Background: an optimization exercise with open tools, aiming at small area, a short achievable clock period and few clock cycles per item. Do not read the settings as production practice. Where RTL was checked, it was by simulation tests only, not by an equivalence proof against the original. For runs 1 to 3, only the layout was checked, not whether the RTL still works. Power and IR drop assume default switching activity.

### flow/config.mk
export PLATFORM = sky130hd
export DESIGN_NAME = axi4l_slv_top
export DESIGN_NICKNAME = axi4l_slv_top
export VERILOG_FILES = /design/flow/design.v
export SDC_FILE = /design/flow/constraint.sdc
export NUM_CORES = 4
export LEC_CHECK = 0
export ABC_AREA = 1
export CAP_MARGIN = 20
export CORE_MARGIN = 2
export CORE_UTILIZATION = 40
export SETUP_SLACK_MARGIN = 1.4
export SLEW_MARGIN = 20
### flow/constraint.sdc
create_clock -name core_clock -period 3.0 [get_ports {aclk}]
set_input_delay 0.6000 -clock core_clock [delete_from_list [all_inputs] [get_ports {aclk}]]
set_output_delay 0.6000 -clock core_clock [all_outputs]
set_load 0.01 [all_outputs]
### flow/design.v
`timescale 1 ns / 1 ps
`default_nettype none
module axi4l_slv_top #(
    parameter int ADDR_WIDTH = 12,
    parameter int DATA_WIDTH = 32
) (
    input var                     aclk,
    input var                     aresetn,
    input var  [  ADDR_WIDTH-1:0] s_axi_awaddr,
    input var  [             2:0] s_axi_awprot,
    input var                     s_axi_awvalid,
    output var                    s_axi_awready,
    input var  [  DATA_WIDTH-1:0] s_axi_wdata,
    input var  [DATA_WIDTH/8-1:0] s_axi_wstrb,
    input var                     s_axi_wvalid,
    output var                    s_axi_wready,
    output var [             1:0] s_axi_bresp,
    output var                    s_axi_bvalid,
    input var                     s_axi_bready,
    input var  [  ADDR_WIDTH-1:0] s_axi_araddr,
    input var  [             2:0] s_axi_arprot,
    input var                     s_axi_arvalid,
    output var                    s_axi_arready,
    output var [  DATA_WIDTH-1:0] s_axi_rdata,
    output var [             1:0] s_axi_rresp,
    output var                    s_axi_rvalid,
    input var                     s_axi_rready,
    output var                    irq_reg_irq,
    input var                     reg_irq_bit0,
    output var [            31:0] reg_a_b,
    input var  [            31:0] reg_c_d
);
  logic wr_hs, b_pop;
  logic bv0_q, b1_free_q;   
  logic be0_q, be1_q;   
  assign s_axi_awready = s_axi_wvalid && b1_free_q;
  assign s_axi_wready = s_axi_awvalid && b1_free_q;
  assign wr_hs = s_axi_awvalid && s_axi_wvalid && b1_free_q;
  assign b_pop = bv0_q && s_axi_bready;
  logic [9:0] wa;
  logic wa_lo;   
  assign wa = s_axi_awaddr[11:2];
  assign wa_lo = (wa[9:4] == 6'd0);
  logic wr_trap, wr_mask, wr_force, wr_trig, wr_a, wr_ok;
  assign wr_trap = wr_hs && wa_lo && (wa[3:0] == 4'd1);
  assign wr_mask = wr_hs && wa_lo && (wa[3:0] == 4'd2);
  assign wr_force = wr_hs && wa_lo && (wa[3:0] == 4'd3);
  assign wr_trig = wr_hs && wa_lo && (wa[3:0] == 4'd5);
  assign wr_a = wr_hs && wa_lo && (wa[3:0] == 4'd8);
  assign wr_ok = wa_lo && (wa[3:0] <= 4'd5 || wa[3:0] == 4'd8);
  always_ff @(posedge aclk) begin
    if (!aresetn) begin
      bv0_q <= 1'b0;
      b1_free_q <= 1'b1;
    end else begin
      bv0_q <= (bv0_q && !b_pop) || !b1_free_q || wr_hs;
      b1_free_q <= !((!b1_free_q && !b_pop) || (wr_hs && bv0_q && !b_pop));
    end
  end
  always_ff @(posedge aclk) begin
    if (!bv0_q || b_pop) be0_q <= b1_free_q ? !wr_ok : be1_q;
  end
  always_ff @(posedge aclk) begin
    if (b1_free_q) be1_q <= !wr_ok;
  end
  assign s_axi_bvalid = bv0_q;
  assign s_axi_bresp = {be0_q, be0_q};
  logic trap_q, mask_q, trig_q, irq_in_q;
  logic [31:0] a_q;
  logic irq_event;
  always_ff @(posedge aclk) irq_in_q <= reg_irq_bit0;
  assign irq_event = reg_irq_bit0 && (!trig_q || !irq_in_q);
  always_ff @(posedge aclk) begin
    if (!aresetn) trap_q <= 1'b0;
    else
      trap_q <= (trap_q && !(wr_trap && !s_axi_wdata[0])) || (wr_force && s_axi_wdata[0]) ||
          irq_event;
  end
  always_ff @(posedge aclk) begin
    if (!aresetn) mask_q <= 1'b0;
    else if (wr_mask) mask_q <= s_axi_wdata[0];
  end
  always_ff @(posedge aclk) begin
    if (!aresetn) trig_q <= 1'b0;
    else if (wr_trig) trig_q <= s_axi_wdata[0];
  end
  logic a_ld, a_keep;
  assign a_ld = wr_a && aresetn;
  assign a_keep = !wr_a && aresetn;
  always_ff @(posedge aclk) a_q <= ({32{a_ld}} & s_axi_wdata) | ({32{a_keep}} & a_q);
  assign reg_a_b = a_q;
  assign irq_reg_irq = trap_q && mask_q;
  logic rvalid_q, ridle_q, rerr_q, r_free;
  logic [31:0] rdata_q;
  assign r_free = ridle_q || s_axi_rready;
  assign s_axi_arready = r_free;
  logic [9:0] ra;
  logic ra_lo;
  assign ra = s_axi_araddr[11:2];
  assign ra_lo = (ra[9:4] == 6'd0);
  logic ra_ok, rd_a, rd_c;
  assign ra_ok = ra_lo && (ra[3:0] <= 4'd5 || ra[3:0] == 4'd8 || ra[3:0] == 4'd9);
  assign rd_a = ra_lo && (ra[3:0] == 4'd8);
  assign rd_c = ra_lo && (ra[3:0] == 4'd9);
  logic rd_bit0;
  always_comb begin
    case (ra[3:0])
      4'd0: rd_bit0 = trap_q && mask_q;
      4'd1: rd_bit0 = trap_q;
      4'd2: rd_bit0 = mask_q;
      4'd4: rd_bit0 = irq_in_q;
      4'd5: rd_bit0 = trig_q;
      4'd8: rd_bit0 = a_q[0];
      4'd9: rd_bit0 = reg_c_d[0];
      default: rd_bit0 = 1'b0;
    endcase
  end
  always_ff @(posedge aclk) begin
    if (!aresetn) rvalid_q <= 1'b0;
    else if (r_free) rvalid_q <= s_axi_arvalid;
  end
  always_ff @(posedge aclk) begin
    if (!aresetn) ridle_q <= 1'b1;
    else if (r_free) ridle_q <= !s_axi_arvalid;
  end
  logic ld_a, ld_c, r_keep;
  assign ld_a = r_free && rd_a;
  assign ld_c = r_free && rd_c;
  assign r_keep = !r_free;
  always_ff @(posedge aclk) begin
    rdata_q[31:1] <= ({31{ld_a}} & a_q[31:1]) | ({31{ld_c}} & reg_c_d[31:1]) |
        ({31{r_keep}} & rdata_q[31:1]);
    rdata_q[0] <= (r_free && ra_lo && rd_bit0) || (r_keep && rdata_q[0]);
  end
  always_ff @(posedge aclk) begin
    if (r_free) rerr_q <= !ra_ok;
  end
  assign s_axi_rvalid = rvalid_q;
  assign s_axi_rdata = rdata_q;
  assign s_axi_rresp = {rerr_q, rerr_q};
endmodule
`default_nettype wire
### flow/flow/run.sh
#!/bin/bash
# Standard ORFS layout with these changes:
#  - synthesis maps logic with the ABC script flow/abc_area.script (when present);
#    everything before ABC, so every register and its name, is the standard synthesis;
#  - the cells listed in flow/dont_use.txt (when present) are added to the platform's
#    don't-use list, for synthesis and the resizer (slow many-input OR/NOR gates);
#  - the port buffers are sky130 buf_1 cells instead of buffer_ports' default.
set -euo pipefail
here=$PWD
rm -rf "$here/scripts_abc"
cp -r "$FLOW_HOME/scripts" "$here/scripts_abc"
if [[ -f "$here/flow/abc_area.script" ]]; then
  cp "$here/flow/abc_area.script" "$here/scripts_abc/abc_area.script"
fi
args=()
if [[ -f "$here/flow/dont_use.txt" ]]; then
  base=$(make -s -C "$FLOW_HOME" DESIGN_CONFIG="$here/config.mk" WORK_HOME="$here/orfs" print-DONT_USE_CELLS | sed -n 's/^DONT_USE_CELLS: //p')
  args+=("DONT_USE_CELLS=$base $(tr '\n' ' ' < "$here/flow/dont_use.txt")")
fi
export BUFFER_PORTS_ARGS="-buffer_cell sky130_fd_sc_hd__buf_1"
bash standard.sh SCRIPTS_DIR="$here/scripts_abc" "${args[@]}" synth > synth.log 2>&1
bash standard.sh "${args[@]}" > standard.log 2>&1
### flow/flow/abc_area.script
strash
&get -n
&dch -f
&nf
&put
topo
stime -c
### flow/flow/dont_use.txt
sky130_fd_sc_hd__nor3_1
sky130_fd_sc_hd__nor3_2
sky130_fd_sc_hd__nor3_4
sky130_fd_sc_hd__nor3b_1
sky130_fd_sc_hd__nor3b_2
sky130_fd_sc_hd__nor3b_4
sky130_fd_sc_hd__nor4_1
sky130_fd_sc_hd__nor4_2
sky130_fd_sc_hd__nor4_4
sky130_fd_sc_hd__nor4b_1
sky130_fd_sc_hd__nor4b_2
sky130_fd_sc_hd__nor4b_4
sky130_fd_sc_hd__nor4bb_1
sky130_fd_sc_hd__nor4bb_2
sky130_fd_sc_hd__nor4bb_4
sky130_fd_sc_hd__or3_1
sky130_fd_sc_hd__or3_2
sky130_fd_sc_hd__or3_4
sky130_fd_sc_hd__or3b_1
sky130_fd_sc_hd__or3b_2
sky130_fd_sc_hd__or3b_4
sky130_fd_sc_hd__or4_1
sky130_fd_sc_hd__or4_2
sky130_fd_sc_hd__or4_4
sky130_fd_sc_hd__or4b_1
sky130_fd_sc_hd__or4b_2
sky130_fd_sc_hd__or4b_4
sky130_fd_sc_hd__or4bb_1
sky130_fd_sc_hd__or4bb_2
sky130_fd_sc_hd__or4bb_4
### flow/standard.sh
#!/bin/bash
# synth_recipe.tcl (not shown) runs the flow's synth.tcl, then flattens the netlist and writes it again
# the make line also repeats each setting of config.mk as NAME=value (left out here)
make -C /OpenROAD-flow-scripts/flow DESIGN_CONFIG=/design/flow/config.mk WORK_HOME=/design/flow/orfs CLKGATE_MAP_FILE= SYNTH_SCRIPT=/design/flow/synth_recipe.tcl "${@:-finish}"
==> out/results.ini, run 1 <==
[synthesis]
syn_area_per_cell_sq_um=11.2
yosys-top-cells-area=dfxtp_1, a221o_1, a22o_1
syn-cell-area_sq_um=2740
synth.distinct_cells=30
ys.flop_type=dfxtp_1
synth_top_cell_area_share=0.533
synth_seq_cells=75
syn-num-nets=350
synthArstFlopShare=0
syn_inst=244
yosysTopAreaCell=dfxtp_1
ys_warn_count=1
synth_edf_count=2
yosysSeqAreaShare=0.555

[pwr]
vdd_drop_max_uv=248
finalPower_mw=1.96
powerDensity_nw_per_um2=514
p_leak_nw=1.41

[timing]
slew_viol_final=0
rsz0062_at_grt=true
finalHoldViolations=0
min_period_over_period=0.523
fmax_mhz=637
finalCriticalPeriod_ns=1.57
fin_setup_tns_ns=0
finalClockSkew_ns=0.00792
finalSetupViolations=0
max_slew.worst_pin.slew_ns=0.445
slew_headroom=0.703

[die]
core_sq_um=6720
num_rows=30
fp.dieW_microns=86.8
dieArea_sq_um=7540
initial_utilization=0.408
die_height_microns=86.8
io_pins=180

[global_routing]
grt_max_degree=34
grt_pass1_vias=2512
grt.overflow.total=0
track_usage=0.211
grt_pass1_wl_microns=12300
antenna_found_initial=0

[cts]
root_buffer=clkbuf_8
htree_levels=3
cts_tree=built
hold_buffers=0
insertion_delay_ns=0.34
cts_sinks=75
clk_pin_slew_ns=0.07
cts_buffer_depth=2
cts_buffers=9

[placed_design]
gp_congestion=0.780
dpl.hpwl_microns=5340
placed_area_sq_um=3520
port_buffers=165

[setup_path]
crit_chain=buf_1, nor2_4, inv_4, buf_6
worst-endpoint-required_ns=2.40
path_delay_family=buffers and inverters
worstPathArrival_ns=0.97
path_max_fanout=4
path_buf_inv=3
cpMaxStageDelayCell=nor2_4
cp-end-kind=output port
path_class=input pin to output port
startpoint_type=input pin
cp_slowest_stage_delay_ns=0.11

[drt]
via_count=2699
drc_errors=0
wl_per_cell_microns=16.0
ant_nets=0
met2_length_microns=3700
wl_microns=8170
met3WireLength_microns=588
viasPerCell=5.30
highest_layer=met4
dr.first_iter.drc_count=113
wl_met1_microns=3790
firstDrtPassIters=4

[run]
maxCapViolCount=0

[finish]
final_area_sq_um=3820
area_delta_synth_final_pct=39.2
n_fill_cell=647
final_common_cell=buf_1
fin_nets=532
layout_common_cells=buf_1, dfxtp_1, a22o_1
drive_gt1_frac=0.105
diodes=0

[status]
status=complete, no violations

[worst_hold_path]
min_path_type=input pin to flip-flop

metrics by stage:
stage / setup WS [ns] / hold WS, ns / std cells / util
after floorplan: 1.07 / 0.452 / 244 / -
after global placement: 0.909 / 0.451 / 490 / 0.523
after detailed placement: 0.868 / 0.460 / 490 / 0.523
after CTS: 1.39 / 0.365 / 508 / 0.563
after global routing: 1.40 / 0.372 / 509 / 0.568
final: 1.43 / 0.382 / 509 / 0.568
cell usage after synthesis (all sizes together), types with 2 or more instances:
cell type,number
a32oi,2
a21oi,2
edfxtp,2
o21ai,4
clkinv,3
nand2,7
nand2b,3
a22o,32
o41ai,2
and4bb,2
and3,3
o21a,3
and2,33
dfxtp,73
nand4,4
buf,4
nor2,20
a221o,31
nor2b,2
a31oi,2
state kept, by name, summed over array words and instances (netlist names):
register	count
trig_q	1
bv0_q	1
b1_free_q	1
mask_q	1
a_q	32
irq_in_q	1
be0_q	1
rdata_q	32
rerr_q	1
be1_q	1
ridle_q	1
rvalid_q	1
trap_q	1
final cells by class:
type | instances | area, sq um | area share
repair buffers | 174 | 716 | 0.187
flip-flops and latches | 75 | 1530 | 0.401
well taps | 80 | 100 | 0.0262
clock inverters | 3 | 43.8 | 0.0115
multi-input cells | 163 | 1240 | 0.325
inverters | 3 | 13.8 | 0.00361
clock buffers | 11 | 174 | 0.0456
worst paths after layout:
check                                     startpoint            endpoint  slack, ns  depth (start not counted)
worst max register to register  b1_free_q$_SDFF_PN1_     a_q[17]$_DFF_P_       1.43                          4
worst min-delay path                    reg_irq_bit0    irq_in_q$_DFF_P_       0.38                          1
worst min register to register    rdata_q[0]$_DFF_P_  rdata_q[0]$_DFF_P_       0.47                          1
worst max-delay path                    s_axi_rready       s_axi_arready       1.43                          4
routing by layer:
metal	track usage	up-vias
met5	0	-
met4	0.0810	0
met3	0.0562	7
met2	0.334	110
met1	0.274	1262
li1	-	1320
report_power, final:
part	total [mW]	internal (mW)	switching, mW
registers	1.01	1.00	0.00382
logic	0.115	0.0525	0.0621
clock network	0.839	0.476	0.362
total	1.96	1.53	0.428
logic make-up after synthesis:
group / after synthesis / share of synthesized area
flops: 75 / 0.555
compound gates: 85 / 0.272
simple gates: 77 / 0.158
buf+inv: 7 / 0.0151
what timing repair did:
item                                    4_1_cts  5_1_grt
cloned                                        0        1
resized for setup                             9       12
endpoints found under the setup margin       36       38
pin swaps                                     2        2
setup buffers                                 4        0
==> inputs of run 2 (changes only) <==
==> flow/flow/abc_area.script (replaced) <==
strash
&get -n
&dch
&nf
&put
topo
stime -c
==> out/results.ini, run 2 <==
[worst_hold_path]
hold_end=irq_in_q$_DFF_P_
min_path_type=input pin to flip-flop
min-delay-start=reg_irq_bit0
min_path_cells=1

[synthesis]
synthArstFlopShare=0
syn-cell-area_sq_um=2740
ys_warn_count=1
yosysSeqAreaShare=0.556
syn_area_per_cell_sq_um=11.3
ys.flop_type=dfxtp_1
syn-num-nets=348
synth_top_family_by_area=compound AO/OA/AOI/OAI gates
synthMuxAreaShare=0
synth_seq_cells=75
syn_inst=242
yosysTopAreaCell=dfxtp_1
synth-compound-area-share=0.267
synthXorXnorAreaFrac=0
synth_edf_count=2
synth-simple-area-share=0.157
synth_fa_ha_area_frac=0.00366
yosys-top-cells-area=dfxtp_1, a221o_1, a22o_1
synth_top_cell_area_share=0.534
synthTopCellsByCount=dfxtp_1, and2_0, a22o_1
synth.distinct_cells=32
synth.most_common_cell=dfxtp_1

[setup_path]
reg2reg_from=ridle_q$_SDFFE_PN1N_
cp_slowest_stage_delay_ns=0.29
crit_chain=clkbuf_2, nor2_4, inv_4, buf_6, nand4_1, nor2_4, buf_4, buf_4, a221o_1
cp-end-kind=flip-flop
path_class=input pin to flip-flop
startpoint_type=input pin
rr_endpoint=rdata_q[21]$_DFF_P_
path_max_fanout=4
reg2reg_slack_ns=1.41
cpMaxStageDelayCell=a221o_1
reg2reg_depth=8
worst-endpoint-required_ns=3.24
path_buf_inv=5
worstPathArrival_ns=1.85
path_delay_family=buffers and inverters

[placed_design]
dpl.hpwl_microns=5360
port_buffers=165
gp_congestion=0.777
placed_area_sq_um=3540

[global_routing]
track_usage=0.209
grt.overflow.total=0
grt_pass1_wl_microns=12100
antenna_found_initial=0
grt_max_degree=34
grt_pass1_vias=2474

[pwr]
p_int_mw=1.45
pwr-share-comb=0.061
p_leak_nw=1.45
power_frac_seq=0.533
sw_frac_of_total=0.235
p_sw_mw=0.444
vdd_drop_max_uv=209
p_clk_frac=0.406
powerDensity_nw_per_um2=480

[drt]
drc_errors=0
via_count=2733
viasPerCell=5.27
ant_nets=0
wl_per_cell_microns=16.0
firstDrtPassIters=4
dr.first_iter.drc_count=91
met2_length_microns=3820
wl_microns=8320
met3WireLength_microns=527
highest_layer=met4
wl_met1_microns=3790

[die]
io_pins=180
core_sq_um=6720
initial_utilization=0.407
die_height_microns=86.7
num_rows=30
fp.dieW_microns=86.7
dieArea_sq_um=7520

[timing]
finalSetupViolations=0
fmax_mhz=622
slew_headroom=0.741
slew_viol_final=0
finalClockSkew_ns=0.0115
min_period_over_period=0.536
max_slew.worst_pin.slew_ns=0.388
rsz0062_at_grt=true
fin_setup_tns_ns=0
finalCriticalPeriod_ns=1.61
finalHoldViolations=0

[finish]
drive_gt1_frac=0.118
register_area_sq_um=1530
layout_common_cells=buf_1, dfxtp_1, and2_0
n_fill_cell=623
diodes=0
final_common_cell=buf_1
multiInputGateArea_sq_um=1230
final_area_sq_um=3940
fin_nets=540
largestRegisters=a_q: 32 flops, rdata_q: 32 flops
area_delta_synth_final_pct=44.0
utilization=0.586

[run]
maxCapViolCount=0

[cts]
root_buffer=clkbuf_8
insertion_delay_ns=0.35
cts_buffer_depth=2
cts_buffers=9
clk_pin_slew_ns=0.08
hold_buffers=0
htree_levels=3
cts_tree=built
cts_sinks=75

[status]
status=complete, no violations

run 2: metrics by stage:
step	power, mW	worst slack [ns]	cells	hold WS [ns]
2_1_floorplan	1.07	1.08	242	0.443
3_3_place_gp	1.14	0.906	488	0.438
3_5_place_dp	1.14	0.917	488	0.453
4_1_cts	1.90	1.40	511	0.376
5_1_grt	1.97	1.37	519	0.387
6_report	1.89	1.39	519	0.394
run 2: how the worst max path moves through the flow:
stage / cells after the start / end / slack (ns) / start
3_3_place_gp: 6 / a_q[14]$_DFF_P_ / 0.91 / s_axi_awaddr[2]
4_1_cts: 2 / s_axi_awready / 1.40 / b1_free_q$_SDFF_PN1_
3_5_place_dp: 6 / a_q[21]$_DFF_P_ / 0.92 / s_axi_awaddr[2]
2_1_floorplan: 5 / rdata_q[10]$_DFF_P_ / 1.08 / s_axi_rready
6_report: 9 / rdata_q[21]$_DFF_P_ / 1.39 / s_axi_rready
5_1_grt: 8 / rdata_q[14]$_DFF_P_ / 1.37 / ridle_q$_SDFFE_PN1N_
run 2: power by group through the flow:
stage | combinational [mW] | sequential, mW | clock [mW]
floorplan | 0.0364 | 1.03 | 0
global placement | 0.105 | 1.03 | 0
detailed placement | 0.105 | 1.03 | 0
CTS | 0.110 | 1.01 | 0.785
global route | 0.129 | 1.01 | 0.833
finish | 0.115 | 1.01 | 0.768
run 2: routing by layer:
layer,vias to the layer above,GRT usage
met3,17,0.0533
met2,108,0.328
met1,1271,0.267
met4,0,0.105
met5,-,0
li1,1337,-
run 2: worst reg2reg max path, stage by stage (launching register included):
cell     delay, ns
dfxtp_2       0.33
nor2_4        0.12
inv_4         0.05
buf_6         0.12
nand4_1       0.20
nor2_4        0.07
buf_4         0.17
buf_4         0.15
a221o_1       0.29
run 2: repair_timing:
action,4_1_cts,5_1_grt
pin swaps,4,3
cloned,0,3
gates resized for setup,7,9
endpoints found under the setup margin,53,57
buffers inserted,7,5
run 2: final cells by class:
| type | instances | area share |
|---|---|---|
| clock inverters | 5 | 0.0159 |
| multi-input cells | 160 | 0.311 |
| well taps | 80 | 0.0254 |
| clock buffers | 11 | 0.0333 |
| flip-flops and latches | 75 | 0.388 |
| inverters | 4 | 0.00445 |
| repair buffers | 184 | 0.222 |
run 2: cells by family (layout without fill, tap and decap cells):
| family | after synthesis | after routing |
|---|---|---|
| AO/OA/AOI/OAI | 81 | 81 |
| buffers and inverters | 8 | 204 |
| flip-flops | 75 | 75 |
| AND/OR/NAND/NOR | 77 | 78 |
| adder cells (fa/ha/maj) | 1 | 1 |
==> inputs of run 3 (changes only) <==
==> flow/flow/abc_area.script (replaced) <==
strash
&get -n
&dch -f
&nf
&put
topo
stime -c
--- a/flow/config.mk
+++ b/flow/config.mk
@@ -10,4 +10,5 @@
 export CORE_MARGIN = 2
 export CORE_UTILIZATION = 40
-export SETUP_SLACK_MARGIN = 1.4
+export SETUP_SLACK_MARGIN = 1.5
 export SLEW_MARGIN = 20
+export TNS_END_PERCENT = 10
==> out/results.ini, run 3 <==
[cts]
root_buffer=clkbuf_8
cts_sinks=75
htree_levels=3
cts_tree=built
cts_buffers=9
clk_pin_slew_ns=0.08
insertion_delay_ns=0.33
cts_buffer_depth=2

[die]
dieArea_sq_um=7540
core_sq_um=6720
die_height_microns=86.8
fp.dieW_microns=86.8
io_pins=180
num_rows=30
initial_utilization=0.408

[setup_path]
cp_common_cell=buf_6
cp_slowest_stage_delay_ns=0.12
worst-endpoint-required_ns=2.40
crit_chain=buf_6, nor2_4, inv_4, buf_6
path_max_fanout=4
path_class=input pin to output port
worstPathArrival_ns=0.98
cp-end-kind=output port
cpMaxStageDelayCell=nor2_4
startpoint_type=input pin

[status]
status=complete, no violations

[synthesis]
ys.flop_type=dfxtp_1
synth_edf_count=2
syn_inst=244
yosysTopAreaCell=dfxtp_1
syn_area_per_cell_sq_um=11.2
syn-cell-area_sq_um=2740
synth_seq_cells=75
synth.most_common_cell=dfxtp_1
ys_warn_count=1
synthTopCellsByCount=dfxtp_1, and2_0, a22o_1
syn-num-nets=350
yosysSeqAreaShare=0.555
synthArstFlopShare=0
synth.distinct_cells=30
synth_top_cell_area_share=0.533
yosys-top-cells-area=dfxtp_1, a221o_1, a22o_1

[global_routing]
antenna_found_initial=0
grt_pass1_wl_microns=11800
grt.overflow.total=0
track_usage=0.205
grt_pass1_vias=2308
grt_max_degree=34

[drt]
viasPerCell=5.21
highest_layer=met4
met2_length_microns=3680
firstDrtPassIters=4
wl_per_cell_microns=15.7
via_count=2672
met3WireLength_microns=578
wl_microns=8030
dr.first_iter.drc_count=92
drc_errors=0
ant_nets=0
wl_met1_microns=3710

[pwr]
p_leak_nw=1.41
powerDensity_nw_per_um2=480
finalPower_mw=1.84
vdd_drop_max_uv=218

[finish]
layout_common_cells=buf_1, dfxtp_1, and2_0
diodes=0
largestRegisters=a_q: 32 flops, rdata_q: 32 flops
area_delta_synth_final_pct=40.0
fin_nets=534
final_common_cell=buf_1
drive_gt1_frac=0.111

[timing]
min_period_over_period=0.527
slew_viol_final=0
slew_headroom=0.695
fin_setup_tns_ns=0
finalClockSkew_ns=0.00585
finalHoldViolations=0
finalCriticalPeriod_ns=1.58
max_slew.worst_pin.slew_ns=0.458
finalSetupViolations=0
fmax_mhz=632
rsz0062_at_grt=true

[placed_design]
dpl.hpwl_microns=5270
gp_congestion=0.825
port_buffers=165

[run]
maxCapViolCount=0

[worst_hold_path]
min_path_type=input pin to flip-flop

[run 3: cell types whose count changed after synthesis, moves of 2 or more]
cell / previous run / this run
a31oi_1: 0 / 2
nor2_1: 18 / 20
o21a_1: 1 / 3
o21ai_0: 2 / 4
o22a_1: 2 / 0
[run 3: layer usage]
metal,track usage,vias to the layer above
li1,-,1329
met1,0.275,1223
met2,0.321,113
met3,0.0629,7
met4,0.0511,0
met5,0,-
[run 3: critical path: cells and delay by family]
kind	cells	cell delay, ns
buffers and inverters	3	0.26
AND/OR/NAND/NOR	1	0.12
[run 3: per-stage QoR]
stage | instance area [sq um] | hold WS (ns) | setup slack [ns] | util | cells
CTS | 3770 | 0.369 | 1.38 | 0.561 | 509
detailed placement | 3520 | 0.453 | 0.944 | 0.524 | 489
global placement | 3520 | 0.437 | 0.991 | 0.524 | 489
finish | 3840 | 0.388 | 1.42 | 0.572 | 513
global route | 3840 | 0.372 | 1.39 | 0.572 | 513
floorplan | 2790 | 0.452 | 1.07 | - | 244
[run 3: path summary, 6_finish.rpt]
kind                        start            endpoint  slack, ns  depth (start not counted)
min                  reg_irq_bit0    irq_in_q$_DFF_P_       0.39                          1
max                  s_axi_rready       s_axi_arready       1.42                          4
min reg2reg    rdata_q[0]$_DFF_P_  rdata_q[0]$_DFF_P_       0.47                          1
max reg2reg  b1_free_q$_SDFF_PN1_     a_q[17]$_DFF_P_       1.58                          4
[run 3: final cells by class]
cell class	instances	area [sq um]
Clock buffer	11	151
Clock inverter	5	33.8
Fill cell	639	2880
Inverter	3	13.8
Multi-Input combinational cell	163	1240
Sequential cell	75	1530
Tap cell	80	100
Timing Repair Buffer	176	769
[run 3: kinds of logic after synthesis]
kind of cell	count (synthesis)	synth area share
AOI/OAI and AO/OA	85	0.272
and+or+nand+nor	77	0.158
buffers and inverters	7	0.0151
DFF	75	0.555
[run 3: where the power goes]
part           leakage (nW)  internal (mW)  switching (mW)
sequential            0.605           1.00         0.00394
combinational         0.709         0.0548          0.0616
clock                0.0966          0.348           0.369
[run 3: what timing repair did]
action,CTS,global route
gates resized for setup,8,15
cloned,1,0
hold buffers,0,0
pin swaps,3,3
setup buffers,3,4
setup endpoints to repair,71,86
==> inputs of run 4 (changes only) <==
--- a/flow/design.v
+++ b/flow/design.v
@@ -93,6 +93,6 @@
   logic rvalid_q, ridle_q, rerr_q, r_free;
   logic [31:0] rdata_q;
-  assign r_free = ridle_q || s_axi_rready;
-  assign s_axi_arready = r_free;
+  assign r_free = !rvalid_q || s_axi_rready;
+  assign s_axi_arready = ridle_q || s_axi_rready;
   logic [9:0] ra;
   logic ra_lo;
==> out/results.ini, run 4 <==
[drt]
wl_per_cell_microns=16.8
viasPerCell=5.26
firstDrtPassIters=4
drc_errors=0
wl_microns=8630
via_count=2703
dr.first_iter.drc_count=92
ant_nets=0

[placed_design]
gp_congestion=0.740
port_buffers=165
dpl.hpwl_microns=5230
placed_area_sq_um=3510
dp.cells=489
place_ws_ns=1.12

[setup_path]
path_class=input pin to output port
cp_slowest_stage_delay_ns=0.21
worstPathArrival_ns=1.04
crit_chain=buf_6, or2_0, buf_2
worst-endpoint-required_ns=2.40
cp-end-kind=output port
reg2reg_depth=4
cpMaxStageDelayCell=or2_0
reg2reg_from=b1_free_q$_SDFF_PN1_
startpoint_type=input pin
rr_endpoint=a_q[17]$_DFF_P_
path_max_fanout=2
reg2reg_slack_ns=1.48

[die]
num_rows=30
dieArea_sq_um=7550
die_height_microns=86.9
initial_utilization=0.409
core_sq_um=6720
fp.dieW_microns=86.9
io_pins=180

[worst_hold_path]
min-delay-start=reg_irq_bit0
hold_end=irq_in_q$_DFF_P_
min_path_cells=1
min_path_type=input pin to flip-flop

[finish]
n_fill_cell=653
layout_common_cells=buf_1, dfxtp_1, and2_0
finalNonFillerCells=514
fin_nets=535
largestRegisters=a_q: 32 flops, rdata_q: 32 flops
final_area_sq_um=3850
area_delta_synth_final_pct=40.0
final_common_cell=buf_1
diodes=0
utilization=0.573
drive_gt1_frac=0.101

[global_routing]
grt_max_degree=35
grt.overflow.total=0
antenna_found_initial=0
grt_pass1_wl_microns=12100
track_usage=0.208
grt_pass1_vias=2453

[pwr]
p_sw_mw=0.445
pwr-share-comb=0.059
p_leak_nw=1.42
vdd_drop_max_uv=374
power_frac_seq=0.528
sw_frac_of_total=0.233
p_int_mw=1.46
p_clk_frac=0.414
finalPower_mw=1.91
powerDensity_nw_per_um2=496

[timing]
max_slew.worst_pin.slew_ns=0.443
finalCriticalPeriod_ns=1.64
finalClockSkew_ns=0.00727
rsz0062_at_grt=true
min_period_over_period=0.546
finalSetupViolations=0
hold_ws_ns=0.389
fmax_mhz=611
final.setup.worst_slack_ns=1.36
slew_headroom=0.705
fin_setup_tns_ns=0
slew_viol_final=0
finalHoldViolations=0

[synthesis]
synthArstFlopShare=0
synth.distinct_cells=31
ys_warn_count=1
syn-num-nets=351
syn-cell-area_sq_um=2750
syn_inst=245
syn_area_per_cell_sq_um=11.2
ys.flop_type=dfxtp_1
synthTopCellsByCount=dfxtp_1, and2_0, a22o_1
yosysTopAreaCell=dfxtp_1
synth.most_common_cell=dfxtp_1
synth_seq_cells=75
synth_top_cell_area_share=0.531
synth_edf_count=2
yosys-top-cells-area=dfxtp_1, a221o_1, a22o_1
yosysSeqAreaShare=0.553

[status]
status=complete, no violations

[cts]
cts_tree=built
insertion_delay_ns=0.35
hold_buffers=0
htree_levels=3
clk_pin_slew_ns=0.08
cts_sinks=75
cts_buffers=9
root_buffer=clkbuf_8
cts_buffer_depth=2

[run]
maxCapViolCount=0

run 4: cell types whose count changed after synthesis, sizes merged:
cell / previous run / this run
nor2: 20 / 16
a21oi: 2 / 1
nand2: 7 / 10
nand4: 4 / 3
or2: 0 / 1
nand3: 0 / 1
and3: 3 / 5
nor2b: 2 / 3
nand3b: 1 / 0
run 4: worst max-delay path: cells and delay by family:
family,cells,cell delay [ns]
buffers and inverters,2,0.23
and+or+nand+nor,1,0.21
run 4: layer usage:
layer	share of wire	track usage	vias to the layer above
li1	-	-	1334
met1	0.46	0.270	1254
met2	0.47	0.337	110
met3	0.064	0.0673	5
met4	0.0074	0.0511	0
met5	0	0	-
run 4: cell families after synthesis:
| group | after synthesis | synth area share |
|---|---|---|
| DFF | 75 | 0.553 |
| AOI/OAI and AO/OA | 84 | 0.270 |
| and+or+nand+nor | 79 | 0.162 |
| buffers and inverters | 7 | 0.0150 |
run 4: final cells by class:
class / count / area [sq um] / area share
Clock buffer: 11 / 141 / 0.0367
Clock inverter: 5 / 61.3 / 0.0159
Inverter: 3 / 13.8 / 0.00357
Multi-Input combinational cell: 166 / 1250 / 0.326
Sequential cell: 75 / 1530 / 0.397
Tap cell: 80 / 100 / 0.0260
Timing Repair Buffer: 174 / 752 / 0.195
run 4: worst max-delay path by stage:
stage	startpoint	end	slack (ns)	cells past startpoint
after floorplan	s_axi_rready	rdata_q[10]$_DFF_P_	1.23	4
after global placement	s_axi_rready	rdata_q[21]$_DFF_P_	1.13	7
after detailed placement	s_axi_wvalid	a_q[28]$_DFF_P_	1.12	5
after CTS	s_axi_rready	s_axi_arready	1.36	3
after global routing	s_axi_rready	s_axi_arready	1.35	3
final	s_axi_rready	s_axi_arready	1.36	3
run 4: power groups by stage:
stage | Clock [mW] | Combinational (mW) | Sequential, mW
after floorplan | 0 | 0.0358 | 1.03
after global placement | 0 | 0.102 | 1.03
after detailed placement | 0 | 0.104 | 1.03
after CTS | 0.808 | 0.108 | 1.01
after global routing | 0.855 | 0.125 | 1.01
final | 0.790 | 0.112 | 1.01
run 4: what timing repair did:
item | in CTS | in global routing
pin swaps | 2 | 3
setup endpoints to repair | 69 | 106
resized for setup | 8 | 9
hold endpoints to repair | 0 | 0
buffers inserted | 2 | 2
gates cloned | 1 | 4
Testbench counts of run 4, summed over its fixed seeds: cycles 1,608, items 3,200.
==> inputs of run 5 (changes only) <==
==> flow/flow/abc_area.script (replaced) <==
strash
&get -n
&dch
&nf
&put
topo
stime -c
==> out/results.ini, run 5 <==
[status]
status=complete, no violations

[synthesis]
syn-cell-area_sq_um=2750
synth.most_common_cell=dfxtp_1
yosys-top-cells-area=dfxtp_1, a221o_1, a22o_1
ys_warn_count=1
syn-num-nets=349
synth_seq_cells=75
synth_edf_count=2
synthTopCellsByCount=dfxtp_1, and2_0, a22o_1
synth_top_cell_area_share=0.532
synth.distinct_cells=33
synthArstFlopShare=0
yosysTopAreaCell=dfxtp_1
ys.flop_type=dfxtp_1
syn_area_per_cell_sq_um=11.3
syn_inst=243
yosysSeqAreaShare=0.554

[pwr]
p_clk_frac=0.381
sw_frac_of_total=0.247
vdd_drop_max_uv=257
p_int_mw=1.36
p_leak_nw=1.36
power_frac_seq=0.558
p_sw_mw=0.446
powerDensity_nw_per_um2=474
pwr-share-comb=0.061

[cts]
htree_levels=3
cts_buffer_depth=2
root_buffer=clkbuf_8
clk_pin_slew_ns=0.07
cts_sinks=75
hold_buffers=0
cts_buffers=9
cts_tree=built
insertion_delay_ns=0.34

[timing]
slew_headroom=0.730
rsz0062_at_grt=true
finalClockSkew_ns=0.00993
finalCriticalPeriod_ns=1.63
max_slew.worst_pin.slew_ns=0.404
fin_setup_tns_ns=0
slew_viol_final=0
finalSetupViolations=0
fmax_mhz=614
finalHoldViolations=0
min_period_over_period=0.543
hold_ws_ns=0.391

[setup_path]
crit_start=s_axi_rready
cpMaxStageDelayCell=or2_0
reg2reg_slack_ns=1.47
startpoint_type=input pin
path_class=input pin to output port
path_max_fanout=2
crit_chain=buf_6, or2_0, buf_2
reg2reg_depth=4
rr_endpoint=a_q[25]$_DFF_P_
worst-endpoint-required_ns=2.40
reg2reg_from=b1_free_q$_SDFF_PN1_
worstPathArrival_ns=1.03
cp-end-kind=output port
cp_slowest_stage_delay_ns=0.18

[drt]
firstDrtPassIters=5
drc_errors=0
ant_nets=0
via_count=2715
wl_per_cell_microns=16.3
viasPerCell=5.32
dr.first_iter.drc_count=64
wl_microns=8320

[global_routing]
grt.overflow.total=0
antenna_found_initial=0
grt_pass1_vias=2432
grt_pass1_wl_microns=12100
grt_max_degree=35
track_usage=0.208

[placed_design]
placed_area_sq_um=3510
gp_congestion=0.768
dpl.hpwl_microns=5460
port_buffers=165

[die]
fp.dieW_microns=86.9
die_height_microns=86.9
initial_utilization=0.409
core_sq_um=6720
dieArea_sq_um=7550
num_rows=30
io_pins=180

[finish]
drive_gt1_frac=0.0860
n_fill_cell=672
final_area_sq_um=3810
utilization=0.567
final_common_cell=buf_1
diodes=0
area_delta_synth_final_pct=38.6
largestRegisters=a_q: 32 flops, rdata_q: 32 flops
fin_nets=531
layout_common_cells=buf_1, dfxtp_1, and2_0

[worst_hold_path]
min-delay-start=reg_irq_bit0
min_path_type=input pin to flip-flop
hold_end=irq_in_q$_DFF_P_
min_path_cells=1

[run]
maxCapViolCount=0

==> run 5: area by class of cell <==
type                    instances  area [sq um]  area share
clock buffers                  11           131      0.0345
clock inverters                 5          36.3     0.00953
inverters                       4          16.3     0.00427
multi-input cells             161          1240       0.325
flip-flops and latches         75          1530       0.401
well taps                      80           100      0.0263
repair buffers                174           759       0.199
==> run 5: logic make-up (layout without fill, tap and decap cells) <==
group | count (synthesis) | after routing | synth area share
flops | 75 | 75 | 0.554
compound gates | 81 | 81 | 0.266
fa+ha+maj | 1 | 1 | 0.00364
buf+inv | 8 | 194 | 0.0164
simple gates | 78 | 79 | 0.160
==> run 5: worst max path at each step <==
stage | cells after the start | endpoint | slack, ns
global placement | 6 | a_q[10]$_DFF_P_ | 0.95
global route | 2 | s_axi_arready | 1.34
floorplan | 5 | rdata_q[10]$_DFF_P_ | 1.15
detailed placement | 6 | a_q[20]$_DFF_P_ | 0.92
finish | 3 | s_axi_arready | 1.37
CTS | 3 | s_axi_arready | 1.35
==> run 5: repair_timing <==
| item | in CTS | in global routing |
|---|---|---|
| cloned | 1 | 2 |
| gates resized for setup | 5 | 9 |
| hold endpoints to repair | 0 | 0 |
| endpoints found under the setup margin | 76 | 103 |
| buffers inserted | 1 | 2 |
| pin swaps | 2 | 3 |
==> run 5: power groups by stage <==
stage	registers, mW	clock network [mW]	logic, mW
5_1_grt	1.01	0.752	0.122
6_report	1.01	0.688	0.109
3_5_place_dp	1.03	0	0.105
4_1_cts	1.01	0.706	0.110
3_3_place_gp	1.03	0	0.104
2_1_floorplan	1.03	0	0.0376
==> run 5: layer usage <==
layer,wire [microns],vias up,share of wire,global-route usage
met5,0,-,0,0
met4,125,0,0.015,0.0909
met3,641,10,0.077,0.0521
met2,3880,116,0.47,0.341
met1,3670,1282,0.44,0.260
li1,-,1307,-,-
==> run 5: per-stage QoR <==
| step | std cells | total power, mW | setup WS (ns) |
|---|---|---|---|
| 2_1_floorplan | 243 | 1.07 | 1.15 |
| 3_3_place_gp | 488 | 1.14 | 0.954 |
| 3_5_place_dp | 488 | 1.14 | 0.924 |
| 4_1_cts | 506 | 1.82 | 1.35 |
| 5_1_grt | 510 | 1.88 | 1.34 |
| 6_report | 510 | 1.81 | 1.37 |
==> run 5: critical path, delay by kind of cell <==
family,cells,cell delay [ns]
simple gates,1,0.18
buf+inv,2,0.25
==> inputs of run 6 (changes only) <==
==> flow/flow/abc_area.script (replaced) <==
strash
&get -n
&dch -f
&nf
&put
topo
stime -c
--- a/flow/config.mk
+++ b/flow/config.mk
@@ -10,5 +10,4 @@
 export CORE_MARGIN = 2
 export CORE_UTILIZATION = 40
-export SETUP_SLACK_MARGIN = 1.5
+export SETUP_SLACK_MARGIN = 1.4
 export SLEW_MARGIN = 20
-export TNS_END_PERCENT = 10
==> out/results.ini, run 6 <==
[status]
status=complete, no violations

[setup_path]
path_max_fanout=2
endpoint=s_axi_arready
startpoint_type=input pin
reg2reg_depth=4
rr_endpoint=a_q[24]$_DFF_P_
worst-endpoint-required_ns=2.40
worstPathArrival_ns=1.03
path_class=input pin to output port
reg2reg_from=b1_free_q$_SDFF_PN1_
crit_start=s_axi_rready
cp-end-kind=output port
reg2reg_slack_ns=1.48

[global_routing]
grt.busiest_layer=met2
grt_util_met3=0.0758
grt_pass1_wl_microns=12000
grt_max_degree=35
track_usage=0.205
grt_pass1_vias=2445
antenna_found_initial=0
use_met2=0.333
grt.overflow.total=0
met1_usage=0.255

[finish]
drive_gt1_frac=0.102
largestRegisters=a_q: 32 flops, rdata_q: 32 flops
final_common_cell=buf_1
diodes=0
register_area_sq_um=1530
multiInputGateArea_sq_um=1240
final_area_sq_um=3760
area_delta_synth_final_pct=36.9
fin_nets=532
utilization=0.560
n_fill_cell=659
layout_common_cells=buf_1, dfxtp_1, and2_0, a22o_1, a221o_1

[timing]
fin_setup_tns_ns=0
slew_headroom=0.716
slew_viol_final=0
max_slew.worst_pin.slew_ns=0.427
finalHoldViolations=0
min_period_over_period=0.544
finalCriticalPeriod_ns=1.63
finalSetupViolations=0
fmax_mhz=613
finalClockSkew_ns=0.00862
rsz0062_at_grt=true

[drt]
via_count=2688
wl_per_cell_microns=15.5
firstDrtPassIters=4
dr.first_iter.drc_count=107
viasPerCell=5.26
ant_nets=0
wl_microns=7920
drc_errors=0

[synthesis]
synth.distinct_cells=31
synth_top_cell_area_share=0.531
syn-cell-area_sq_um=2750
synthArstFlopShare=0
ys.flop_type=dfxtp_1
synth_edf_count=2
yosysSeqAreaShare=0.553
syn-num-nets=351
yosys-top-cells-area=dfxtp_1, a221o_1, a22o_1
yosysTopAreaCell=dfxtp_1
synthTopCellsByCount=dfxtp_1, and2_0, a22o_1
syn_area_per_cell_sq_um=11.2
ys_warn_count=1
synth_seq_cells=75
synth.most_common_cell=dfxtp_1
syn_inst=245

[cts]
cts_tree=built
insertion_delay_ns=0.35
htree_levels=3
root_buffer=clkbuf_8
hold_buffers=0
cts_buffers=9
cts_sinks=75
cts_buffer_depth=2
clk_pin_slew_ns=0.08

[placed_design]
port_buffers=165
placed_area_sq_um=3510
gp_congestion=0.725
dpl.hpwl_microns=5410

[run]
maxCapViolCount=0

[pwr]
powerDensity_nw_per_um2=487
vdd_drop_max_uv=294
p_leak_nw=1.39

[die]
initial_utilization=0.409
io_pins=180
core_sq_um=6720
dieArea_sq_um=7550
num_rows=30
die_height_microns=86.9
fp.dieW_microns=86.9

[worst_hold_path]
min-delay-start=reg_irq_bit0
min_path_type=input pin to flip-flop

run 6: how the worst min path moves through the flow:
| stage | to | slack, ns | cells past startpoint |
|---|---|---|---|
| final | irq_in_q$_DFF_P_ | 0.38 | 1 |
| after global routing | irq_in_q$_DFF_P_ | 0.36 | 1 |
| after floorplan | ridle_q$_SDFFE_PN1N_ | 0.41 | 2 |
| after CTS | irq_in_q$_DFF_P_ | 0.35 | 1 |
| after detailed placement | ridle_q$_SDFFE_PN1N_ | 0.43 | 2 |
| after global placement | ridle_q$_SDFFE_PN1N_ | 0.42 | 2 |
run 6: kinds of logic after synthesis:
| kind of cell | share of synthesized area |
|---|---|
| AND/OR/NAND/NOR | 0.162 |
| flip-flops | 0.553 |
| AO/OA/AOI/OAI | 0.270 |
| buffers and inverters | 0.0150 |
run 6: critical path, cell delays in order:
cell	delay [ns]
buf_8	0.09
or2_0	0.19
buf_2	0.15
run 6: timing repair:
action                                  CTS  global route
endpoints found under the setup margin   53             7
pin swaps                                 2             4
gates cloned                              0             1
resized for setup                        11             6
buffers inserted                          3             1
run 6: final cells by class:
type / count / share of cell area
timing repair buffer: 173 / 0.186
multi-input combinational: 164 / 0.330
clock inverter: 7 / 0.0153
sequential: 75 / 0.406
inverter: 3 / 0.00332
clock buffer: 9 / 0.0329
tap: 80 / 0.0266
run 6: report_power, final:
group / internal [mW] / switching, mW
registers: 1.00 / 0.00340
clock network: 0.313 / 0.400
logic: 0.0524 / 0.0594
total: 1.37 / 0.463
run 6: through the flow:
| step | power [mW] | std cells | setup WS (ns) | hold WS (ns) |
|---|---|---|---|---|
| after floorplan | 1.07 | 245 | 1.23 | 0.408 |
| after global placement | 1.13 | 490 | 0.988 | 0.419 |
| after detailed placement | 1.13 | 490 | 0.954 | 0.426 |
| after CTS | 1.85 | 509 | 1.35 | 0.354 |
| after global routing | 1.91 | 511 | 1.33 | 0.363 |
| final | 1.83 | 511 | 1.37 | 0.380 |
run 6: layer usage:
metal | wire [microns] | up-vias
met3 | 635 | 9
met2 | 3680 | 102
met5 | 0 | -
met1 | 3510 | 1250
met4 | 99 | 0
li1 | - | 1327
==> inputs of run 7 (changes only) <==
--- a/flow/flow/dont_use.txt
+++ b/flow/flow/dont_use.txt
@@ -29,2 +29,7 @@
 sky130_fd_sc_hd__or4bb_2
 sky130_fd_sc_hd__or4bb_4
+sky130_fd_sc_hd__or2_0
+sky130_fd_sc_hd__or2_1
+sky130_fd_sc_hd__or2_2
+sky130_fd_sc_hd__or2_4
+sky130_fd_sc_hd__and2_0
==> out/results.ini, run 7 <==
[synthesis]
syn_inst=244
syn-num-nets=350
yosysSeqAreaShare=0.552
synth_fa_ha_area_frac=0
ys_warn_count=1
synthMuxAreaShare=0
synth.distinct_cells=31
synthXorXnorAreaFrac=0
syn-cell-area_sq_um=2760
yosysTopAreaCell=dfxtp_1
synth_edf_count=2
synth_seq_cells=75
synth-compound-area-share=0.272
ys.flop_type=dfxtp_1
synth_top_family_by_area=compound AO/OA/AOI/OAI gates
synth-simple-area-share=0.159
yosys-top-cells-area=dfxtp_1, a221o_1, a22o_1
synthTopCellsByCount=dfxtp_1, and2_1, a22o_1
synth.most_common_cell=dfxtp_1
synthArstFlopShare=0
synth_top_cell_area_share=0.530
syn_area_per_cell_sq_um=11.3

[setup_path]
reg2reg_depth=4
crit_chain=and2_1, clkbuf_2
cpMaxStageDelayCell=dfxtp_4
path_buf_inv=1
reg2reg_slack_ns=1.49
path_max_fanout=5
rr_endpoint=a_q[7]$_DFF_P_
worst-endpoint-required_ns=2.40
cp_slowest_stage_delay_ns=0.36
path_delay_family=flip-flops
path_class=flip-flop to output port
reg2reg_from=b1_free_q$_SDFF_PN1_
startpoint_type=flip-flop
worstPathArrival_ns=0.97
cp-end-kind=output port

[drt]
wl_microns=8150
drc_errors=0
via_count=2693
firstDrtPassIters=4
wl_per_cell_microns=16.0
viasPerCell=5.28
dr.first_iter.drc_count=97
ant_nets=0

[placed_design]
dpl.hpwl_microns=5570
place_ws_ns=0.945
gp_congestion=0.758
port_buffers=165

[finish]
fin_nets=531
utilization=0.566
layout_common_cells=buf_1, dfxtp_1, and2_1
largestRegisters=a_q: 32 flops, rdata_q: 32 flops
drive_gt1_frac=0.0977
final_common_cell=buf_1
diodes=0
area_delta_synth_final_pct=38.1

[die]
core_sq_um=6720
num_rows=30
dieArea_sq_um=7570
initial_utilization=0.410
fp.dieW_microns=87.0
io_pins=180
die_height_microns=87.0

[global_routing]
met1_usage=0.267
grt_pass1_vias=2470
grt_max_degree=35
antenna_found_initial=0
track_usage=0.208
grt.overflow.total=0
use_met2=0.334
grt.busiest_layer=met2
grt_util_met3=0.0540
grt_pass1_wl_microns=12200

[worst_hold_path]
min_path_cells=1
hold_end=irq_in_q$_DFF_P_
min-delay-start=reg_irq_bit0
min_path_type=input pin to flip-flop

[timing]
finalCriticalPeriod_ns=1.57
fin_setup_tns_ns=0
slew_headroom=0.705
finalHoldViolations=0
final.setup.worst_slack_ns=1.43
max_slew.worst_pin.slew_ns=0.443
slew_viol_final=0
min_period_over_period=0.522
rsz0062_at_grt=true
finalSetupViolations=0
fmax_mhz=638
finalClockSkew_ns=0.0105

[run]
maxCapViolCount=0

[cts]
hold_buffers=0
root_buffer=clkbuf_8
insertion_delay_ns=0.34
clk_pin_slew_ns=0.08
cts_tree=built
cts_buffer_depth=2
htree_levels=3
cts_sinks=75
cts_buffers=9

[pwr]
finalPower_mw=1.83
vdd_drop_max_uv=246
p_leak_nw=1.43
powerDensity_nw_per_um2=480

[status]
status=complete, no violations

-- run 7: cell count changes in the layout (fill, tap and decap cells not counted), moves of 3 or more --
cell     previous run  this run
and2_1              0        33
buf_6               1         4
and2_0             32         0
o21ai_0             4         1
buf_4               8         4
-- run 7: per-stage QoR --
step,std cells,hold slack (ns),cell area [sq um]
after floorplan,244,0.416,2800
after global placement,489,0.428,3530
after detailed placement,489,0.436,3530
after CTS,508,0.382,3770
after global routing,510,0.391,3800
final,510,0.399,3800
-- run 7: metal layers --
metal | wire, microns | part of all wire
met4 | 142 | 0.017
met1 | 3670 | 0.45
met5 | 0 | 0
met2 | 3770 | 0.46
met3 | 574 | 0.070
-- run 7: how the worst max path moves through the flow --
stage / end / slack, ns / startpoint / depth (start not counted)
5_1_grt: s_axi_awready / 1.38 / b1_free_q$_SDFF_PN1_ / 2
3_5_place_dp: a_q[0]$_DFF_P_ / 0.94 / s_axi_awaddr[2] / 6
4_1_cts: s_axi_wready / 1.40 / b1_free_q$_SDFF_PN1_ / 2
6_report: s_axi_awready / 1.43 / b1_free_q$_SDFF_PN1_ / 2
2_1_floorplan: rdata_q[10]$_DFF_P_ / 1.16 / s_axi_rready / 5
3_3_place_gp: a_q[11]$_DFF_P_ / 0.97 / s_axi_awaddr[2] / 6
-- run 7: repair_timing --
| action | in CTS | in global routing |
|---|---|---|
| setup buffers | 3 | 1 |
| endpoints found under the hold margin | 0 | 0 |
| gates cloned | 0 | 1 |
| pin swaps | 3 | 1 |
| gates resized for setup | 10 | 7 |
| setup endpoints to repair | 54 | 48 |
-- run 7: final cells by class --
class                      count  area, sq um
clock buffer                  11          141
clock inverter                 5         35.0
fill                         672         2920
inverter                       4         16.3
multi-input combinational    162         1250
sequential                    75         1530
tap                           80          100
timing repair buffer         173          731
-- run 7: where the power goes --
part	total, mW	switching [mW]	internal [mW]
registers	1.01	0.00430	1.00
logic	0.113	0.0612	0.0521
clock network	0.707	0.379	0.328
-- run 7: cells by family (layout without fill, tap and decap cells) --
group           count (synthesis)  after routing
flops                          75             75
compound gates                 84             84
simple gates                   77             78
buf+inv                         8            193
==> inputs of run 8 (changes only) <==
==> flow/flow/abc_area.script (replaced) <==
strash
&get -n
&dch
&nf
&put
topo
stime -c
--- a/flow/config.mk
+++ b/flow/config.mk
@@ -9,5 +9,5 @@
 export CAP_MARGIN = 20
 export CORE_MARGIN = 2
-export CORE_UTILIZATION = 40
+export CORE_UTILIZATION = 55
 export SETUP_SLACK_MARGIN = 1.4
 export SLEW_MARGIN = 20
==> out/results.ini, run 8 <==
[cts]
root_buffer=clkbuf_8
cts_tree=built
clk_pin_slew_ns=0.08
cts_sinks=75
htree_levels=3
cts_buffer_depth=2
cts_buffers=9
hold_buffers=0
insertion_delay_ns=0.35

[synthesis]
yosysTopAreaCell=dfxtp_1
synth.distinct_cells=30
synthTopCellsByCount=dfxtp_1, and2_1, a22o_1
synth_top_cell_area_share=0.532
yosysSeqAreaShare=0.554
synth.most_common_cell=dfxtp_1
syn-num-nets=354
syn-cell-area_sq_um=2750
ys.flop_type=dfxtp_1
synth_edf_count=2
synthArstFlopShare=0
synth_seq_cells=75
syn_area_per_cell_sq_um=11.1
yosys-top-cells-area=dfxtp_1, a221o_1, a22o_1
syn_inst=248
ys_warn_count=1

[drt]
firstDrtPassIters=4
wl_per_cell_microns=17.1
viasPerCell=5.75
wl_microns=8720
drc_errors=0
via_count=2931
ant_nets=0
dr.first_iter.drc_count=97

[pwr]
p_leak_nw=1.49
p_clk_frac=0.429
p_int_mw=1.55
finalPower_mw=1.99
vdd_drop_max_uv=322
p_sw_mw=0.442
powerDensity_nw_per_um2=504
power_frac_seq=0.507
pwr-share-comb=0.064
sw_frac_of_total=0.222

[timing]
hold_ws_ns=0.389
max_slew.worst_pin.slew_ns=0.509
slew_viol_final=0
finalSetupViolations=0
fmax_mhz=610
fin_setup_tns_ns=0
finalCriticalPeriod_ns=1.64
finalClockSkew_ns=0.00743
finalHoldViolations=0
rsz0062_at_grt=true
final.setup.worst_slack_ns=1.36
min_period_over_period=0.547
slew_headroom=0.661

[finish]
finalNonFillerCells=510
fin_nets=544
utilization=0.824
layout_common_cells=buf_1, dfxtp_1, a22o_1
drive_gt1_frac=0.124
final_common_cell=buf_1
n_fill_cell=328
area_delta_synth_final_pct=43.5
diodes=0
final_area_sq_um=3940
largestRegisters=a_q: 32 flops, rdata_q: 32 flops

[placed_design]
place_ws_ns=0.856
gp_congestion=0.804
port_buffers=165
dpl.hpwl_microns=5170
placed_area_sq_um=3480
dp.cells=477

[die]
initial_utilization=0.574
die_height_microns=74.7
core_sq_um=4790
fp.dieW_microns=74.7
dieArea_sq_um=5580
io_pins=180
num_rows=25

[setup_path]
worstPathArrival_ns=1.04
path_class=input pin to output port
startpoint_type=input pin
rr_endpoint=rdata_q[15]$_DFF_P_
reg2reg_depth=7
path_max_fanout=2
cp-end-kind=output port
reg2reg_slack_ns=1.47
worst-endpoint-required_ns=2.40
reg2reg_from=rvalid_q$_SDFFE_PN0N_

[global_routing]
grt_pass1_vias=2717
antenna_found_initial=0
grt.overflow.total=0
grt_max_degree=34
grt_pass1_wl_microns=12600
track_usage=0.305

[status]
status=complete, no violations

[worst_hold_path]
hold_end=irq_in_q$_DFF_P_
min_path_type=input pin to flip-flop
min-delay-start=reg_irq_bit0
min_path_cells=1

[run]
maxCapViolCount=0

-- run 8: cell types whose count changed in the layout (fill, tap and decap cells not counted), sizes merged, moves of 2 or more --
cell / change
clkbuf: -2
nand2: +2
inv: -2
o22a: +2
nor2: +6
nand3: +2
buf: +8
-- run 8: per-layer routing --
layer,part of all wire,up-vias,GRT usage
met3,0.093,23,0.103
met1,0.40,1401,0.344
met2,0.48,157,0.532
met4,0.027,0,0.117
li1,-,1350,-
met5,0,-,0
-- run 8: cell families after synthesis --
logic type,synth area share
compound gates,0.263
buf+inv,0.0178
flops,0.554
simple gates,0.165
-- run 8: power groups by stage --
stage / clock network [mW] / logic, mW / registers, mW
global route: 0.901 / 0.138 / 1.01
detailed placement: 0 / 0.104 / 1.03
global placement: 0 / 0.102 / 1.03
finish: 0.853 / 0.127 / 1.01
floorplan: 0 / 0.0387 / 1.03
CTS: 0.860 / 0.116 / 1.01
-- run 8: worst max path at each step --
stage                                   start                  end  cells past startpoint
after global routing        trap_q$_SDFF_PN0_          irq_reg_irq                      3
after CTS                 mask_q$_SDFFE_PN0P_          irq_reg_irq                      3
after floorplan                  s_axi_rready  rdata_q[10]$_DFF_P_                      5
final                            s_axi_rready        s_axi_arready                      4
after global placement           s_axi_rready   rdata_q[2]$_DFF_P_                      6
after detailed placement      s_axi_awaddr[2]      a_q[20]$_DFF_P_                      5
-- run 8: area by class of cell --
class,count,area [sq um],area share
tap,67,83.8,0.0213
inverter,5,20.0,0.00508
sequential,75,1530,0.387
clock inverter,5,56.3,0.0143
timing repair buffer,179,796,0.202
multi-input combinational,168,1290,0.326
clock buffer,11,174,0.0441
-- run 8: critical path, stage by stage --
cell and delay (ns):
buf_4 0.13, nor2_2 0.14, inv_2 0.04, buf_2 0.13
-- run 8: timing repair --
action	4_1_cts	5_1_grt
resized for setup	12	11
pin swaps	5	5
setup endpoints to repair	66	64
buffers inserted	8	5
cloned	4	0
==> inputs of run 9 (changes only) <==
--- a/flow/config.mk
+++ b/flow/config.mk
@@ -9,5 +9,5 @@
 export CAP_MARGIN = 20
 export CORE_MARGIN = 2
-export CORE_UTILIZATION = 55
+export CORE_UTILIZATION = 30
 export SETUP_SLACK_MARGIN = 1.4
 export SLEW_MARGIN = 20
==> out/results.ini, run 9 <==
[die]
die_height_microns=99.7
dieArea_sq_um=9940
initial_utilization=0.312
num_rows=34
fp.dieW_microns=99.7
io_pins=180
core_sq_um=8810

[placed_design]
port_buffers=165
gp_congestion=0.742
dpl.hpwl_microns=5370

[worst_hold_path]
min_path_cells=1
min_path_type=input pin to flip-flop

[drt]
dr.first_iter.drc_count=86
wl_microns=8450
drc_errors=0
firstDrtPassIters=4
viasPerCell=5.04
via_count=2725
wl_per_cell_microns=15.6
ant_nets=0

[synthesis]
synthTopCellsByCount=dfxtp_1, and2_1, a22o_1
synth.distinct_cells=30
ys.flop_type=dfxtp_1
yosys-top-cells-area=dfxtp_1, a221o_1, a22o_1
yosysTopAreaCell=dfxtp_1
yosysSeqAreaShare=0.554
synth_top_cell_area_share=0.532
synthArstFlopShare=0
syn_inst=248
synth.most_common_cell=dfxtp_1
syn-num-nets=354
syn-cell-area_sq_um=2750
syn_area_per_cell_sq_um=11.1
synth_edf_count=2
ys_warn_count=1
synth_seq_cells=75

[finish]
area_delta_synth_final_pct=39.7
largestRegisters=a_q: 32 flops, rdata_q: 32 flops
utilization=0.436
drive_gt1_frac=0.102
fin_nets=534
final_common_cell=buf_1
diodes=0
layout_common_cells=buf_1, dfxtp_1, and2_1

[pwr]
p_clk_frac=0.397
p_int_mw=1.43
powerDensity_nw_per_um2=484
pwr-share-comb=0.061
vdd_drop_max_uv=204
power_frac_seq=0.542
p_leak_nw=1.42
p_sw_mw=0.434
sw_frac_of_total=0.233

[setup_path]
cpMaxStageDelayCell=dfxtp_4
path_max_fanout=5
cp_slowest_stage_delay_ns=0.36
path_buf_inv=1
path_delay_family=flip-flops
worstPathArrival_ns=0.98
cp-end-kind=output port
path_class=flip-flop to output port
path_depth=2
worst-endpoint-required_ns=2.40
reg2reg_depth=6
crit_chain=and2_1, buf_2
startpoint_type=flip-flop

[cts]
insertion_delay_ns=0.34
clk_pin_slew_ns=0.08
cts_buffers=9
root_buffer=clkbuf_8
cts_tree=built
cts_buffer_depth=2
hold_buffers=0
cts_sinks=75
htree_levels=3

[global_routing]
grt_pass1_vias=2634
grt_pass1_wl_microns=12900
grt_max_degree=35
track_usage=0.164
grt.overflow.total=0
antenna_found_initial=0

[timing]
min_period_over_period=0.525
slew_headroom=0.689
rsz0062_at_grt=true
fmax_mhz=634
finalHoldViolations=0
finalClockSkew_ns=0.00858
max_slew.worst_pin.slew_ns=0.467
finalCriticalPeriod_ns=1.58
slew_viol_final=0
fin_setup_tns_ns=0
finalSetupViolations=0

[status]
status=complete, no violations

[run]
maxCapViolCount=0

[run 9: changes by cell type in the layout (fill, tap and decap cells not counted), sizes merged, moves of 2 or more]
cell | previous run | this run
nor2 | 22 | 20
inv | 2 | 4
clkbuf | 11 | 14
buf | 179 | 170
[run 9: what timing repair did]
item                       in CTS  in global routing
pin swaps                       2                  1
setup endpoints to repair      60                 65
resized for setup              10                 13
hold endpoints to repair        0                  0
gates cloned                    0                  2
setup buffers                   2                  0
[run 9: worst paths after layout]
path | from | to | slack, ns
max | b1_free_q$_SDFF_PN1_ | s_axi_wready | 1.42
min reg2reg | ridle_q$_SDFFE_PN1N_ | ridle_q$_SDFFE_PN1N_ | 0.46
max reg2reg | rvalid_q$_SDFFE_PN0N_ | rdata_q[16]$_DFF_P_ | 1.48
min | reg_irq_bit0 | irq_in_q$_DFF_P_ | 0.39
[run 9: final cells by class]
cell class,instances,area [sq um]
clock inverters,4,21.3
well taps,108,135
inverters,5,20.0
repair buffers,172,728
flip-flops and latches,75,1530
multi-input cells,165,1240
clock buffers,12,166
fillers,868,4970
[run 9: through the flow]
stage / cell area (sq um) / hold WS, ns / std cells / worst slack (ns) / total power, mW
final: 3840 / 0.392 / 541 / 1.42 / 1.86
after detailed placement: 3550 / 0.432 / 521 / 0.850 / 1.14
after CTS: 3770 / 0.369 / 539 / 1.40 / 1.88
after floorplan: 2800 / 0.416 / 248 / 1.17 / 1.07
after global routing: 3840 / 0.363 / 541 / 1.38 / 1.94
after global placement: 3550 / 0.427 / 521 / 0.896 / 1.14
[run 9: logic make-up after synthesis]
| logic type | synth area share |
|---|---|
| buf+inv | 0.0178 |
| compound gates | 0.263 |
| flops | 0.554 |
| simple gates | 0.165 |
[run 9: power by group through the flow]
stage / sequential (mW) / combinational (mW) / clock (mW)
CTS: 1.01 / 0.111 / 0.764
floorplan: 1.03 / 0.0387 / 0
finish: 1.01 / 0.113 / 0.738
global placement: 1.03 / 0.106 / 0
global route: 1.01 / 0.128 / 0.806
detailed placement: 1.03 / 0.107 / 0
[run 9: routing by layer]
layer	share of wire	vias up	GRT usage	wire length, microns
met3	0.074	4	0.0618	623
met1	0.44	1283	0.200	3750
li1	-	1320	-	-
met5	0	-	0	0
met2	0.48	118	0.277	4040
met4	0.0044	0	0.0348	37
==> inputs of run 10 (changes only) <==
--- a/flow/config.mk
+++ b/flow/config.mk
@@ -9,5 +9,6 @@
 export CAP_MARGIN = 20
 export CORE_MARGIN = 2
-export CORE_UTILIZATION = 30
-export SETUP_SLACK_MARGIN = 1.4
+export CORE_UTILIZATION = 40
+export SETUP_SLACK_MARGIN = 1.45
 export SLEW_MARGIN = 20
+export TNS_END_PERCENT = 10
==> out/results.ini, run 10 <==
[synthesis]
synth.most_common_cell=dfxtp_1
yosys-top-cells-area=dfxtp_1, a221o_1, a22o_1
yosysTopAreaCell=dfxtp_1
synth_seq_cells=75
synth.distinct_cells=30
syn-cell-area_sq_um=2750
yosysSeqAreaShare=0.554
synth_top_cell_area_share=0.532
synthTopCellsByCount=dfxtp_1, and2_1, a22o_1
synth_edf_count=2
syn-num-nets=354
ys.flop_type=dfxtp_1
syn_inst=248
ys_warn_count=1
syn_area_per_cell_sq_um=11.1
synthArstFlopShare=0

[setup_path]
path_delay_family=flip-flops
path_depth=2
cp-end-kind=output port
crit_chain=and2_1, buf_2
cpMaxStageDelayCell=dfxtp_4
worstPathArrival_ns=0.97
path_class=flip-flop to output port
path_buf_inv=1
reg2reg_depth=4
worst-endpoint-required_ns=2.40
path_max_fanout=5
startpoint_type=flip-flop
cp_slowest_stage_delay_ns=0.36

[placed_design]
dpl.hpwl_microns=5490
gp_congestion=0.798
placed_area_sq_um=3540
port_buffers=165

[run]
maxCapViolCount=0

[finish]
drive_gt1_frac=0.0989
layout_common_cells=buf_1, dfxtp_1, and2_1
final_area_sq_um=3840
diodes=0
fin_nets=536
largestRegisters=a_q: 32 flops, rdata_q: 32 flops
final_common_cell=buf_1
utilization=0.572
area_delta_synth_final_pct=39.9
n_fill_cell=609

[drt]
wl_microns=8090
via_count=2714
wl_per_cell_microns=15.7
dr.first_iter.drc_count=68
drc_errors=0
viasPerCell=5.27
ant_nets=0
firstDrtPassIters=4

[pwr]
finalPower_mw=1.93
p_leak_nw=1.44
vdd_drop_max_uv=239
powerDensity_nw_per_um2=501

[timing]
rsz0062_at_grt=true
slew_viol_final=0
finalHoldViolations=0
finalCriticalPeriod_ns=1.57
min_period_over_period=0.524
max_slew.worst_pin.slew_ns=0.406
fmax_mhz=637
fin_setup_tns_ns=0
slew_headroom=0.729
finalSetupViolations=0
finalClockSkew_ns=0.0117

[cts]
insertion_delay_ns=0.34
cts_buffer_depth=2
clk_pin_slew_ns=0.08
root_buffer=clkbuf_8
cts_tree=built
cts_buffers=9
hold_buffers=0
cts_sinks=75
htree_levels=3

[worst_hold_path]
min_path_type=input pin to flip-flop
min_path_cells=1

[global_routing]
grt.overflow.total=0
grt_max_degree=35
antenna_found_initial=0
grt_pass1_wl_microns=11700
grt_pass1_vias=2442
track_usage=0.201

[die]
initial_utilization=0.409
dieArea_sq_um=7550
core_sq_um=6720
io_pins=180
die_height_microns=86.9
fp.dieW_microns=86.9
num_rows=30

[status]
status=complete, no violations

[run 10: cell counts after synthesis]
No cell type changed its count.
[run 10: layout make-up]
class,count,area (sq um),area share
repair buffers,174,751,0.195
multi-input cells,165,1240,0.322
clock buffers,10,138,0.0358
well taps,80,100,0.0260
flip-flops and latches,75,1530,0.397
inverters,5,20.0,0.00521
clock inverters,6,70.1,0.0182
[run 10: logic make-up (layout without fill, tap and decap cells)]
group	Yosys count	in the layout	synth area share
compound gates	81	81	0.263
buf+inv	9	195	0.0178
flops	75	75	0.554
simple gates	83	84	0.165
[run 10: path summary, 6_finish.rpt]
path,slack (ns),start,endpoint
worst min-delay path,0.38,reg_irq_bit0,irq_in_q$_DFF_P_
worst max-delay path,1.43,b1_free_q$_SDFF_PN1_,s_axi_awready
worst min register to register,0.46,rdata_q[0]$_DFF_P_,rdata_q[0]$_DFF_P_
worst max register to register,1.45,b1_free_q$_SDFF_PN1_,a_q[9]$_DFF_P_
[run 10: layer usage]
metal  routed length, microns  part of all wire  global-route usage
met2                     3870              0.48               0.325
met3                      546             0.067              0.0531
met4                      132             0.016              0.0923
met1                     3550              0.44               0.249
met5                        0                 0                   0
[run 10: report_power, final]
part | switching, mW | total, mW | internal, mW
Combinational | 0.0613 | 0.115 | 0.0533
Clock | 0.387 | 0.803 | 0.416
Sequential | 0.00409 | 1.01 | 1.00
[run 10: timing repair]
action,in CTS,in global routing
endpoints found under the setup margin,57,37
cloned,0,1
buffers inserted,4,1
resized for setup,14,2
pin swaps,4,0
[run 10: metrics by stage]
stage | hold WS, ns | worst slack, ns | instances
final | 0.381 | 1.43 | 515
after global routing | 0.366 | 1.37 | 515
after CTS | 0.371 | 1.41 | 513
after detailed placement | 0.439 | 0.909 | 493
after global placement | 0.429 | 0.931 | 493
after floorplan | 0.416 | 1.17 | 248

## what the ideal ports hide
How much do the figures lean on ideal ports? The routed layouts below were timed once more, with nothing changed but the port constraints. Step 1 assumes that a clkbuf_16 drives the clock port and a buf_2 every other input. Step 2 times the ports against the registers' clock, not the clock port: input delays grow and output delays shrink by t, the midpoint of the rising clock arrivals with the driver on. a / b / c = no drivers / after step 1 / after step 2; a / b = the first two.
run | t (ns) | setup slack, ns
run 1 | 0.365 | 1.430 / 1.401 / 1.083
run 2 | 0.372 | 1.393 / 1.392 / 1.020
run 3 | 0.358 | 1.418 / 1.382 / 1.178
run 4 | 0.371 | 1.363 / 1.327 / 1.077
run 5 | 0.368 | 1.371 / 1.332 / 1.109
run 6 | 0.370 | 1.368 / 1.318 / 1.123
run 7 | 0.366 | 1.433 / 1.393 / 1.127
run 8 | 0.371 | 1.360 / 1.340 / 1.082
run 9 | 0.362 | 1.424 / 1.394 / 1.114
run 10 | 0.365 | 1.429 / 1.398 / 1.087
After both steps setup and hold are still met in every run listed.
